Source: an optimization exercise on an open RTL-to-GDS flow (aim: small area, a short achievable clock period and few clock cycles per item). Production flows keep margins and buffers that such runs may drop. In this exercise RTL edits were held to simulation tests only and were not proved equivalent to the original.

`design/flow/run.sh`:
```
#!/bin/bash
# synth_recipe.tcl (not shown) runs the flow's synth.tcl, then flattens the netlist and writes it again
# the make line also repeats each setting of config.mk as NAME=value (left out here)
make -C /OpenROAD-flow-scripts/flow DESIGN_CONFIG=/design/flow/config.mk WORK_HOME=/design/flow/orfs CLKGATE_MAP_FILE= SYNTH_SCRIPT=/design/flow/synth_recipe.tcl finish
```
`design/flow/config.mk`:
```
export PLATFORM = sky130hd
export DESIGN_NAME = SHA1_hash
export DESIGN_NICKNAME = SHA1_hash
export VERILOG_FILES = /design/flow/design.v
export SDC_FILE = /design/flow/constraint.sdc
export NUM_CORES = 4
export LEC_CHECK = 0
export CAP_MARGIN = 20
export CORE_MARGIN = 2
export CORE_UTILIZATION = 45
export PLACE_DENSITY = 0.6
export SLEW_MARGIN = 20
```
`design/flow/constraint.sdc`:
```
create_clock -name core_clock -period 6.3 [get_ports {clk}]
set_input_delay 1.2600 -clock core_clock [delete_from_list [all_inputs] [get_ports {clk}]]
set_output_delay 1.2600 -clock core_clock [all_outputs]
set_load 0.01 [all_outputs]
```
`design/flow/design.v`:
```
module SHA1_hash (
	clk,
	nreset,
	start_hash,
	message_addr,
	message_size,
	hash,
	done,
	port_A_data_in,
	port_A_data_out,
	port_A_addr,
	port_A_we
	);
input          clk;
input          nreset;
input          start_hash;
input  [31:0]  message_addr;
input  [31:0]  message_size;
output [159:0] hash;
output         done;
output [31:0]  port_A_data_in;
input  [31:0]  port_A_data_out;
output [15:0]  port_A_addr;
output         port_A_we;
reg         busy, done, first;
reg  [6:0]  p;
reg         isT, rot, x30, tph, memsel, adinc, is13;
reg  [1:0]  rngF, rngK;
reg  [2:0]  ivi;
reg  [31:0] A, B, C, G, J;
reg  [31:0] H0, H1, H2, H3, H4;
reg  [511:0] W;              
reg  [13:0] addr;
reg  [7:0]  wc;              
reg         over;            
reg  [1:0]  sz;              
reg  [3:0]  blk;             
assign port_A_we      = 1'b0;
assign port_A_data_in = 32'h0;
assign port_A_addr    = {addr, 2'b00};
assign hash           = {H0, H1, H2, H3, H4};
wire start_go = start_hash & ~busy;
wire [6:0] pinc = (p == 7'd80) ? 7'd0 : p + 7'd1;
function [1:0] rng;
	input [6:0] q;
	rng = (q < 20) ? 2'd0 : (q < 40) ? 2'd1 : (q < 60) ? 2'd2 : 2'd3;
endfunction
always @(posedge clk) begin
	if (start_go) begin
		p      <= 7'd77;
		isT    <= 1'b0;
		rot    <= 1'b1;
		x30    <= 1'b1;
		tph    <= 1'b0;
		memsel <= 1'b0;
		adinc  <= 1'b0;
		is13   <= 1'b0;
		rngF   <= 2'd3;
		rngK   <= 2'd3;
		ivi    <= 3'd4;
	end else begin
		p      <= pinc;
		isT    <= (pinc == 7'd0);
		rot    <= (pinc >= 7'd77) || (pinc == 7'd0);
		x30    <= (pinc >= 7'd77) && (pinc <= 7'd79);
		tph    <= (pinc == 7'd80) || (pinc == 7'd0);
		memsel <= (pinc >= 7'd79) || (pinc <= 7'd13);
		adinc  <= (pinc >= 7'd78) || (pinc <= 7'd12);
		is13   <= (pinc == 7'd13);
		rngF   <= rng(pinc);
		rngK   <= (pinc == 7'd80) ? 2'd0 : rng(pinc + 7'd1);
		ivi    <= (pinc == 7'd0) ? 3'd0 : (pinc == 7'd80) ? 3'd1 :
		          (pinc == 7'd79) ? 3'd2 : (pinc == 7'd78) ? 3'd3 : 3'd4;
	end
end
wire [6:0] nbs = message_size[9:3] + 7'd1;    
always @(posedge clk or negedge nreset) begin
	if (!nreset) begin
		busy <= 1'b0;
		done <= 1'b0;
	end else if (start_go) begin
		busy <= 1'b1;
		done <= 1'b0;
	end else if (busy && isT && !first && blk == 4'd0) begin
		busy <= 1'b0;
		done <= 1'b1;
	end
end
always @(posedge clk) begin
	if (start_go) begin
		first <= 1'b1;
		blk   <= nbs[6:3];
	end else if (isT) begin
		first <= 1'b0;
		if (!first && blk != 4'd0)
			blk <= blk - 4'd1;
	end
end
always @(posedge clk) begin
	if (start_go)
		addr <= message_addr[15:2];
	else if (adinc)
		addr <= addr + 14'd1;
end
always @(posedge clk) begin
	if (start_go) begin
		wc   <= message_size[9:2];
		over <= 1'b0;
		sz   <= message_size[1:0];
	end else if (memsel) begin
		if (wc == 8'd0)
			over <= 1'b1;
		else
			wc <= wc - 8'd1;
	end
end
wire [31:0] mbe = {port_A_data_out[7:0], port_A_data_out[15:8],
                   port_A_data_out[23:16], port_A_data_out[31:24]};
reg  [31:0] mmask, mpad;
always @* begin
	if (over) begin
		mmask = 32'h0;
		mpad  = 32'h0;
	end else if (wc == 8'd0) begin
		case (sz)
			2'd0: begin mmask = 32'h00000000; mpad = 32'h80000000; end
			2'd1: begin mmask = 32'hff000000; mpad = 32'h00800000; end
			2'd2: begin mmask = 32'hffff0000; mpad = 32'h00008000; end
			default: begin mmask = 32'hffffff00; mpad = 32'h00000080; end
		endcase
	end else begin
		mmask = 32'hffffffff;
		mpad  = 32'h0;
	end
end
wire        islen = is13 && blk == 4'd0;
wire [31:0] wlen  = islen ? {19'd0, message_size[9:0], 3'd0} : 32'h0;
wire [31:0] wmem  = (mbe & mmask) | mpad | wlen;
wire [31:0] wx  = W[447:416] ^ W[287:256] ^ W[95:64] ^ W[31:0];
wire [31:0] wnw = memsel ? wmem : {wx[30:0], wx[31]};
always @(posedge clk)
	W <= {wnw, W[511:32]};
wire [31:0] Bi = isT ? H0 : A;
wire [31:0] Ci = isT ? H1 : {B[1:0], B[31:2]};
wire [31:0] Ds = tph ? H2 : C;
reg [31:0] fv, Kv, IVv;
always @* begin
	case (rngF)
		2'd0:    fv = (Bi & Ci) | (~Bi & Ds);
		2'd2:    fv = (Bi & Ci) | (Bi & Ds) | (Ci & Ds);
		default: fv = Bi ^ Ci ^ Ds;
	endcase
	case (rngK)
		2'd0:    Kv = 32'h5a827999;
		2'd1:    Kv = 32'h6ed9eba1;
		2'd2:    Kv = 32'h8f1bbcdc;
		default: Kv = 32'hca62c1d6;
	endcase
	case (ivi)
		3'd0:    IVv = 32'h67452301;
		3'd1:    IVv = 32'hefcdab89;
		3'd2:    IVv = 32'h98badcfe;
		3'd3:    IVv = 32'h10325476;
		default: IVv = 32'hc3d2e1f0;
	endcase
end
wire [31:0] Xv   = first ? IVv : (x30 ? {A[1:0], A[31:2]} : A);
wire [31:0] Hop  = first ? 32'h0 : H4;
wire [31:0] hsum = Hop + Xv;
wire [31:0] Anew = {A[26:0], A[31:27]} + G;
always @(posedge clk) begin
	A <= isT ? hsum : Anew;
	B <= Bi;
	C <= Ci;
	G <= fv + J;
	J <= Ds + Kv + W[511:480];
end
always @(posedge clk) begin
	if (busy && rot) begin
		H0 <= hsum;
		H1 <= H0;
		H2 <= H1;
		H3 <= H2;
		H4 <= H3;
	end
end
endmodule
```
==> flow_summary.toml, run 1 <==
[run_status]
outcome = "complete, no violations"

[setup_path]
arrival_ps = 5820
critPathMaxFanout = 38
slowest_delay_ps = 480
cp_common_cell = "mux2_2"
cp_slowest_cell = "dfxtp_4"
critPathCaptureType = "flop"
worstSetupPathType = "reg -> reg"
r2r-end = "G[28]"
rrSetupSlack_ps = 1030
crit_chain = "buf_4 > mux2_2 > fa_1 > nand2_1 > o21ai_0 > mux2_2 > ha_1 > a211oi_1 > nor2_1 > o221a_2 > a311o_1 > o21a_1 > a221o_1 > a41oi_2 > a211o_2 > or4b_1 > o211ai_1"
crit_buf_inv = 1
cp-startpoint = "isT"
reg2reg_from = "isT"
required_ps = 6850
cpLargestDelayFamily = "compound AO/OA/AOI/OAI gates"
crit_path_start_kind = "flop"
reg2reg_depth = 17

[floorplanning]
die_x_um = 276
floorplan.initialDensity_pct = 45.6
coreArea_mm2 = 0.0731
dieArea_mm2 = 0.0762
io_pins = 309
rows = 99
fp.dieH_um = 276

[clock_network]
clkLatencyLatePin_ps = 650
post_cts_resize_count = 0
cts_setup_buffers = 0
cts_max_path_buffers = 3
cts.sinks = 885
cts-buffers-inserted = 89
cts_tree = "yes"
root_buffer = "clkbuf_16"
path_clk_slew_ps = 60
hold_buffers = 0
htreeDepth = 3

[global_routing]
grt_pass1_vias = 20800
grt_max_degree = 161
track_usage_pct = 20.8
grt.overflow.total = 0
antenna_found_initial = 5
grt_first_pass_wirelength_mm = 124

[placed_design]
hpwl_mm = 60.0
gp_congestion = 0.893
dp_cells = 3875
io_buffers = 233

[synth]
syn_area_per_cell_um2 = 12.2
syn_area_mm2 = 0.0333
syn-instance-count = 2734
ys.warnings.count = 1
netlist-cell-type-count = 73
ys_dominant_reg_cell = "dfxtp_1"
yosys_register_bits = 885
synth_edf_count = 188
yosysSeqAreaShare_pct = 58.9
async_flop_share_pct = 0.226

[timing]
relSlewSlack_pct = 24.0
hold_viol = 0
tns_ps = 0
setup_viol = 0
max_freq_ghz = 0.190
fin_crit_sh_pct = 83.7
period_minus_slack_ps = 5270
rsz0062_at_grt = "no"
worstMarginPinSlew_ps = 1140
slew_viol_final = 0
finalClockSkew_ps = 22.7

[cells_and_area]
drive_above_1_share_pct = 10.2
area_growth_pct = 19.0
stdcell_count = 4043
fin_util_pct = 54.2
insertedDiodeCount = 0
layout.nets = 3311

[routing]
vias = 20800
ant_nets = 0
drcViolationCount = 0
drt-initial-drc-count = 1433
vias_per_cell = 5.14
first_pass_iters = 25
wire_per_inst_um = 19.9
routed_wl_mm = 80.4

[min_path]
hold_start = "W[298]"
min_path_type = "reg -> reg"
hold_depth = 0
worstHoldEndpoint = "W[266]"

[flow_run]
cap_violations = 0
flip-flops by register name, summed over array words and instances, names as in the netlist, 2 cells and up:
| signal | cells |
|---|---|
| G | 32 |
| sz | 2 |
| A | 32 |
| H3 | 32 |
| B | 32 |
| rngF | 2 |
| W | 512 |
| rngK | 2 |
| H4 | 32 |
| blk | 4 |
| J | 32 |
| p | 7 |
| H0 | 32 |
| H1 | 32 |
| wc | 8 |
| C | 32 |
| ivi | 3 |
| H2 | 32 |
| addr | 14 |
Yosys cell counts (all sizes together), types with 5 or more instances:
cell type / instances / area [µm²]
or3: 5 / 31.3
nor2: 140 / 526
a21o: 55 / 413
a21oi: 142 / 711
xnor2: 174 / 1520
edfxtp: 188 / 5650
xor2: 68 / 596
nand3: 36 / 180
a21boi: 22 / 165
nor3: 27 / 135
nand2: 150 / 563
inv: 81 / 304
a211oi: 16 / 125
o21a: 16 / 120
o21bai: 18 / 135
fa: 63 / 1260
a311oi: 5 / 43.8
nand4: 8 / 50.1
a31oi: 21 / 131
nor4: 5 / 31.3
clkbuf: 58 / 218
nor2b: 46 / 288
dfxtp: 695 / 13900
o21ai: 158 / 791
and2: 10 / 62.6
mux2i: 65 / 651
mux2: 134 / 1510
o211ai: 10 / 75.1
ha: 142 / 1780
o31ai: 10 / 75.1
nand2b: 25 / 156
or2: 9 / 56.3
buf: 44 / 297
and3: 18 / 113
a22oi: 12 / 90.1
layout make-up:
type                       instances  area [µm²]
clock buffer                     119        2460
multi-input combinational       1699       13000
sequential                       885       19600
clock inverter                    49         569
tap                              959        1200
fill                            6179       33500
inverter                          82         308
timing repair buffer             250        2470
worst reg2reg max path, delay by kind of cell (launching register included):
family / cells / cell delay [ps]
mux: 2 / 770
fa+ha+maj: 2 / 770
buf+inv: 1 / 480
flops: 1 / 480
compound gates: 9 / 2130
simple gates: 3 / 580
per-layer routing:
| metal | vias up | track usage (%) | part of all wire [%] | wire length [µm] |
|---|---|---|---|---|
| met1 | 10100 | 29.4 | 48 | 38400 |
| met2 | 529 | 33.1 | 45 | 36400 |
| met4 | 2 | 6.46 | 2.4 | 1900 |
| met5 | - | 0 | 0.016 | 13 |
| li1 | 10000 | - | - | - |
| met3 | 108 | 3.19 | 4.7 | 3780 |
worst max path at each step:
stage	to	slack [ps]	cells after the start
finish	G[28]	1030	17
global route	G[28]	690	17
CTS	G[28]	1000	17
detailed placement	G[28]	1020	17
global placement	G[28]	1100	17
floorplan	G[28]	1100	19
cells by family after synthesis:
family | synth area share (%)
flops | 58.9
compound gates | 9.74
simple gates | 6.93
xor+xnor | 6.36
fa+ha+maj | 9.12
mux | 6.48
buf+inv | 2.47
other cells | 0.0113
cells in the final DEF (no fill, tap or decap), types with 91 or more instances in the layout:
cell type / n
xnor2_1: 174
clkbuf_16: 91
a21oi_1: 142
nand2_1: 150
edfxtp_1: 188
o21ai_0: 158
dfxtp_1: 691
mux2_2: 134
clkdlybuf4s50_1: 233
nor2_1: 140
ha_1: 142
metrics by stage:
| stage | hold slack [ps] | setup WS, ps | area [µm²] |
|---|---|---|---|
| floorplan | 310 | 1100 | 33400 |
| global placement | 310 | 1100 | 36600 |
| detailed placement | 312 | 1020 | 36600 |
| CTS | 317 | 1000 | 39600 |
| global route | 325 | 693 | 39600 |
| finish | 317 | 1030 | 39600 |
Testbench counts, summed over its fixed seeds: cycles 67,644, messages 96.
==> run 2: changes to the inputs <==
--- a/design/flow/config.mk
+++ b/design/flow/config.mk
@@ -10,3 +10,4 @@
 export CORE_UTILIZATION = 45
 export PLACE_DENSITY = 0.6
+export SETUP_SLACK_MARGIN = 3.5
 export SLEW_MARGIN = 20
==> run 2 against run 1 <==
Compared with the run above: still clean; hold slack lost 0.73 ps; wire length grew 6.7%; clock skew shrank 1.1 ps; final cell count grew 6.7%; non-clock buffer count grew 268; utilization grew 5.8 points.
==> flow_summary.toml, run 2 <==
[cells_and_area]
drive_above_1_share_pct = 25.5
top_register = "W"
layout_common_cells = "dfxtp_1 (681), edfxtp_1 (188), buf_4 (169)"
area_growth_pct = 31.8
layout.nets = 3581
fillerInstances = 5790
final_cell_area_mm2 = 0.0439
largest_register_ffs = 512
layout_commonest_cell = "dfxtp_1"

[setup_path]
crit_path_start_kind = "flop"
critPathCaptureType = "flop"
arrival_ps = 5180
crit_buf_inv = 1
cpLargestDelayFamily = "compound AO/OA/AOI/OAI gates"
worstSetupPathType = "reg -> reg"
crit_chain = "buf_12 > mux2_4 > fa_2 > nand2_1 > o21ai_1 > mux2_4 > ha_4 > fa_2 > a211oi_2 > nor2_2 > o31a_1 > a311o_1 > o21a_1 > a221o_1 > a41oi_2 > a211o_2 > or4b_1 > o211ai_1"
required_ps = 6870
cp_slowest_cell = "or4b_1"
slowest_delay_ps = 430
critPathMaxFanout = 5

[clock_network]
cts.sinks = 885
path_clk_slew_ps = 60
cts-buffers-inserted = 90
clkLatencyLatePin_ps = 650
htreeDepth = 3
cts_tree = "yes"
root_buffer = "clkbuf_16"
cts_max_path_buffers = 3

[global_routing]
grt_first_pass_wirelength_mm = 131
use_met1_pct = 30.2
track_usage_pct = 22.0
use_met3_pct = 3.30
antenna_found_initial = 2
grt_pass1_vias = 22400
grt_busiest_layer = "met2"
use_met2_pct = 35.6
grt_max_degree = 62
grt.overflow.total = 0

[synth]
ys_top_cells_by_count = "dfxtp_1 (695), edfxtp_1 (188), xnor2_1 (174), o21ai_0 (158), nand2_1 (150)"
synth_top_family_by_area = "compound AO/OA/AOI/OAI gates"
synth.most_common_cell = "dfxtp_1"
synth_xor_area_share_pct = 6.36
netlist-cell-type-count = 73
synth-compound-area-share_pct = 9.74
syn-instance-count = 2734
synth_edf_count = 188
async_flop_share_pct = 0.226
yosysSeqAreaShare_pct = 58.9
synth.largest_area_cell = "dfxtp_1"
syn_area_mm2 = 0.0333
ys.warnings.count = 1
synth_area_leaders = "dfxtp_1 (42%), edfxtp_1 (17%), ha_1 (5.3%)"
synth_fa_ha_area_share_pct = 9.12
synthMuxAreaShare_pct = 6.48
yosys.area.top_type_share_pct = 41.8
yosys_register_bits = 885
synthSimpleGateAreaFrac_pct = 6.93
ys_dominant_reg_cell = "dfxtp_1"
syn_area_per_cell_um2 = 12.2

[timing]
hold_viol = 0
setup_viol = 0
fin_crit_sh_pct = 73.2
worstMarginPinSlew_ps = 926
finalClockSkew_ps = 21.7
relSlewSlack_pct = 38.3
slew_viol_final = 0
period_minus_slack_ps = 4610
max_freq_ghz = 0.217
tns_ps = 0
rsz0062_at_grt = "yes"

[floorplanning]
die_x_um = 276
coreArea_mm2 = 0.0731
dieArea_mm2 = 0.0762
fp.dieH_um = 276
floorplan.initialDensity_pct = 45.6
rows = 99
io_pins = 309

[routing]
vias_per_cell = 5.11
vias = 22000
drt-initial-drc-count = 1636
wire_per_inst_um = 19.9
drcViolationCount = 0
ant_nets = 0
first_pass_iters = 25
routed_wl_mm = 85.8

[flow_run]
cap_violations = 0

[placed_design]
hpwl_mm = 59.3
io_buffers = 233
gp_congestion = 0.906
placed_cell_area_mm2 = 0.0370

[min_path]
min_path_type = "reg -> reg"

[run_status]
outcome = "complete, no violations"
## run 2: cell counts after synthesis
No cell type changed its count.
## run 2: through the flow
step / util [%] / instances / setup slack [ps] / hold slack, ps
floorplan: - / 2768 / 1780 / 310
global route: 60.1 / 4312 / 1570 / 320
CTS: 58.7 / 4255 / 1710 / 317
finish: 60.1 / 4313 / 1690 / 316
detailed placement: 50.6 / 3871 / 1100 / 312
global placement: 50.6 / 3871 / 1130 / 310
## run 2: timing repair
item / 4_1_cts / 5_1_grt
hold buffers: 0 / 0
setup endpoints to repair: 292 / 138
buffers inserted: 212 / 57
cloned: 4 / 0
pin swaps: 87 / 63
gates resized for setup: 536 / 162
## run 2: per-layer routing
metal	wire length (µm)	part of all wire (%)	vias to the layer above
met4	3030	3.5	2
met5	13	0.015	-
met2	39400	46	564
met1	39300	46	10700
li1	-	-	10600
met3	4140	4.8	144
## run 2: final timing paths
path / slack (ps) / end / from / depth (start not counted)
max: 1690 / G[28] / isT / 18
min: 320 / W[277] / W[309] / 0
max reg2reg: 1690 / G[28] / isT / 18
min reg2reg: 320 / W[277] / W[309] / 0
max in group asynchronous: 5400 / done / nreset / 1
min in group asynchronous: 780 / busy / nreset / 1
## run 2: cell families after synthesis
family	Yosys count
compound gates	525
other cells	1
buf+inv	184
mux	199
flops	885
fa+ha+maj	205
simple gates	493
xor+xnor	242
## run 2: layout make-up
type / instances / area [µm²] / area share [%]
Sequential cell: 885 / 19600 / 44.7
Multi-Input combinational cell: 1699 / 14700 / 33.5
Timing Repair Buffer: 518 / 4850 / 11.0
Clock buffer: 125 / 2560 / 5.84
Tap cell: 959 / 1200 / 2.73
Clock inverter: 43 / 581 / 1.32
Inverter: 82 / 338 / 0.770
Timing Repair inverter: 1 / 8.76 / 0.0200
Antenna cell: 1 / 2.50 / 0.00570
==> run 3: changes to the inputs <==
--- a/design/flow/design.v
+++ b/design/flow/design.v
@@ -167,12 +167,18 @@
 wire [31:0] Xv   = first ? IVv : (x30 ? {A[1:0], A[31:2]} : A);
 wire [31:0] Hop  = first ? 32'h0 : H4;
-wire [31:0] hsum = Hop + Xv;
-wire [31:0] Anew = {A[26:0], A[31:27]} + G;
+wire [31:0] hsum, Anew, Gn, Jn;
+sha1_add32 u_hadd (.a(Hop), .b(Xv), .s(hsum));
+sha1_add32 u_aadd (.a({A[26:0], A[31:27]}), .b(G), .s(Anew));
+sha1_add32 u_gadd (.a(fv), .b(J), .s(Gn));
+wire [31:0] jw  = W[511:480];
+wire [31:0] jcs = Ds ^ Kv ^ jw;
+wire [31:0] jcc = (Ds & Kv) | (Ds & jw) | (Kv & jw);
+sha1_add32 u_jadd (.a(jcs), .b({jcc[30:0], 1'b0}), .s(Jn));
 always @(posedge clk) begin
 	A <= isT ? hsum : Anew;
 	B <= Bi;
 	C <= Ci;
-	G <= fv + J;
-	J <= Ds + Kv + W[511:480];
+	G <= Gn;
+	J <= Jn;
 end
 always @(posedge clk) begin
@@ -186,2 +192,24 @@
 end
 endmodule
+module sha1_add32 (a, b, s);
+input  [31:0] a, b;
+output [31:0] s;
+wire [31:0] g0 = a & b, p0 = a ^ b;
+wire [31:0] g1, p1, g2, p2, g3, p3, g4, p4, g5;
+genvar i;
+generate
+	for (i = 0; i < 32; i = i + 1) begin : pf
+		if (i >= 1)  begin assign g1[i] = g0[i] | (p0[i] & g0[i-1]);  assign p1[i] = p0[i] & p0[i-1];  end
+		else         begin assign g1[i] = g0[i];                      assign p1[i] = p0[i];             end
+		if (i >= 2)  begin assign g2[i] = g1[i] | (p1[i] & g1[i-2]);  assign p2[i] = p1[i] & p1[i-2];  end
+		else         begin assign g2[i] = g1[i];                      assign p2[i] = p1[i];             end
+		if (i >= 4)  begin assign g3[i] = g2[i] | (p2[i] & g2[i-4]);  assign p3[i] = p2[i] & p2[i-4];  end
+		else         begin assign g3[i] = g2[i];                      assign p3[i] = p2[i];             end
+		if (i >= 8)  begin assign g4[i] = g3[i] | (p3[i] & g3[i-8]);  assign p4[i] = p3[i] & p3[i-8];  end
+		else         begin assign g4[i] = g3[i];                      assign p4[i] = p3[i];             end
+		if (i >= 16) begin assign g5[i] = g4[i] | (p4[i] & g4[i-16]); end
+		else         begin assign g5[i] = g4[i];                      end
+	end
+endgenerate
+assign s = p0 ^ {g5[30:0], 1'b0};
+endmodule
==> run 3 against run 2 <==
Compared with the run above: wire length is 0.77% higher; sequential share of layout area fell by 0.53 points; die area is 0.26% higher; design area grew 1.3%; non-clock buffer count rose by 8.
==> flow_summary.toml, run 3 <==
[floorplanning]
fp.dieH_um = 276
die_x_um = 276
dieArea_mm2 = 0.0764
coreArea_mm2 = 0.0732
floorplan.initialDensity_pct = 45.6
rows = 99
io_pins = 309

[timing]
fin_crit_sh_pct = 63.1
setup_viol = 0
tns_ps = 0
rsz0062_at_grt = "yes"
worstMarginPinSlew_ps = 1030
slew_viol_final = 0
relSlewSlack_pct = 31.6
max_freq_ghz = 0.252
period_minus_slack_ps = 3970
hold_viol = 0
finalClockSkew_ps = 28.1

[cells_and_area]
layout.nets = 3632
drive_above_1_share_pct = 26.3
largest_register_ffs = 512
multi_input_area_mm2 = 0.0150
fillerInstances = 5758
top_register = "W"
layout_common_cells = "dfxtp_1 (679), buf_4 (189), edfxtp_1 (188)"
layout_commonest_cell = "dfxtp_1"
area_growth_pct = 33.1
regArea_mm2 = 0.0197

[clock_network]
cts_max_path_buffers = 3
root_buffer = "clkbuf_16"
clkLatencyLatePin_ps = 660
hold_buffers = 0
cts_tree = "yes"
htreeDepth = 3
cts.sinks = 885
cts-buffers-inserted = 88
path_clk_slew_ps = 60

[setup_path]
crit_path_start_kind = "flop"
reg2reg_from = "tph"
worstSetupPathType = "reg -> reg"
critPathMaxFanout = 6
crit_chain = "buf_12 > mux2_2 > fa_2 > ha_4 > a21o_1 > a21o_1 > a21oi_2 > o31a_2 > o311ai_4 > a221o_2 > a221o_2 > a211o_1 > a221oi_2 > xnor2_1"
critPathCaptureType = "flop"
cp-startpoint = "tph"
arrival_ps = 4500
crit_buf_inv = 1
slowest_delay_ps = 420
cp_slowest_cell = "mux2_2"
required_ps = 6820
cpLargestDelayFamily = "compound AO/OA/AOI/OAI gates"

[synth]
syn_area_per_cell_um2 = 12.0
yosys.area.top_type_share_pct = 41.7
synth.largest_area_cell = "dfxtp_1"
syn_area_mm2 = 0.0334
ys_top_cells_by_count = "dfxtp_1 (695), edfxtp_1 (188), xnor2_1 (183), a21oi_1 (144), ha_1 (140)"
netlist-cell-type-count = 74
ys_dominant_reg_cell = "dfxtp_1"
syn-instance-count = 2782
synthMuxAreaShare_pct = 4.90
synth_top_family_by_area = "compound AO/OA/AOI/OAI gates"
synth.most_common_cell = "dfxtp_1"
synth_fa_ha_area_share_pct = 9.02
synth_xor_area_share_pct = 6.35
synth_area_leaders = "dfxtp_1 (42%), edfxtp_1 (17%), ha_1 (5.2%)"
ys.warnings.count = 1
synthSimpleGateAreaFrac_pct = 7.81
synth_edf_count = 188
yosys_register_bits = 885
yosysSeqAreaShare_pct = 58.7
async_flop_share_pct = 0.226
synth-compound-area-share_pct = 10.1

[routing]
wire_per_inst_um = 19.8
first_pass_iters = 5
ant_nets = 0
vias = 22600
top_layer_used = "met4"
met1Wirelength_mm = 37.8
drt-initial-drc-count = 1303
vias_per_cell = 5.17
drcViolationCount = 0
routed_wl_mm = 86.5
routed-wl-met2_mm = 42.0
met3WireLength_mm = 4.37

[global_routing]
grt.overflow.total = 0
grt_max_degree = 69
antenna_found_initial = 2
grt_pass1_vias = 22400
grt_first_pass_wirelength_mm = 130
track_usage_pct = 21.9

[min_path]
min_path_type = "reg -> reg"
hold_start = "W[391]"

[placed_design]
io_buffers = 233
hpwl_mm = 58.2
gp_congestion = 0.884

[flow_run]
cap_violations = 0

[run_status]
outcome = "complete, no violations"
run 3: cell count changes after synthesis, sizes merged, moves of 7 or more:
cell and delta:
nand2 -15, xor2 -9, xnor2 +9, inv +58, mux2 -27, mux2i -22
a211oi +19, a21o +8, nand4 +9, nor3b +25, o21ai -18, nand2b +16
o21a -7
run 3: cells by family (layout without fill, tap and decap cells):
logic type / count (synthesis) / count (layout)
buf+inv: 242 / 831
fa+ha+maj: 203 / 203
simple gates: 529 / 529
xor+xnor: 242 / 242
other cells: 1 / 36
mux: 150 / 150
compound gates: 530 / 530
flops: 885 / 885
run 3: layer usage:
metal  global-route usage [%]  vias up
met5                        0        -
met4                     7.36        0
met3                     3.42      140
met1                     28.4    11100
li1                         -    10700
met2                     37.2      620
run 3: stage by stage:
step                instances  hold WS (ps)  utilization (%)  cell area, µm²  worst slack, ps
floorplan                2816           310                -           34000             2410
global placement         3922           310             50.6           37000             1580
detailed placement       3922           312             50.6           37000             1560
CTS                      4276           318             58.7           43000             2240
global route             4364           322             60.7           44400             2150
finish                   4365           315             60.7           44500             2330
run 3: final timing paths:
check	endpoint	slack (ps)	depth (start not counted)
max	J[30]	2330	14
min	W[359]	310	0
max reg2reg	J[30]	2330	14
min reg2reg	W[359]	310	0
max in group asynchronous	busy	5410	1
min in group asynchronous	done	770	1
run 3: layout make-up:
cell class / count / area share [%]
tap: 959 / 2.70
sequential: 885 / 44.2
antenna: 1 / 0.00563
clock buffer: 123 / 5.75
inverter: 139 / 1.24
timing repair inverter: 1 / 0.0197
clock inverter: 42 / 1.24
multi-input combinational: 1689 / 33.7
timing repair buffer: 526 / 11.1
run 3: repair_timing:
| action | in CTS | in global routing |
|---|---|---|
| pin swaps | 141 | 148 |
| gates cloned | 6 | 0 |
| setup endpoints to repair | 327 | 109 |
| setup buffers | 183 | 88 |
| gates resized for setup | 539 | 185 |
Testbench counts of run 3, summed over its fixed seeds: cycles 67,644, messages 96.

## afterwards: timing with drivers on the ports
The flow's constraints put no driver on any port. The routed layouts listed below were extracted and timed again, unchanged, in two steps.
Step 1, drivers: a clkbuf_16 drives clk and a buf_2 each remaining input, both assumed.
Step 2 times the ports against the registers' clock, not the clock port: input delays grow and output delays shrink by t, the midpoint of the rising clock arrivals with the driver on.
a / b / c = ideal / step 1 / step 2; a / b = the first two.
run	t, ns	slack for setup (ns)	worst setup path at the end
run 1	0.695	1.027 / 1.027 / 1.027	register to register
run 2	0.693	1.691 / 1.691 / 1.691	register to register
run 3	0.712	2.326 / 2.326 / 2.326	register to register
After both steps every run listed still meets setup and hold.
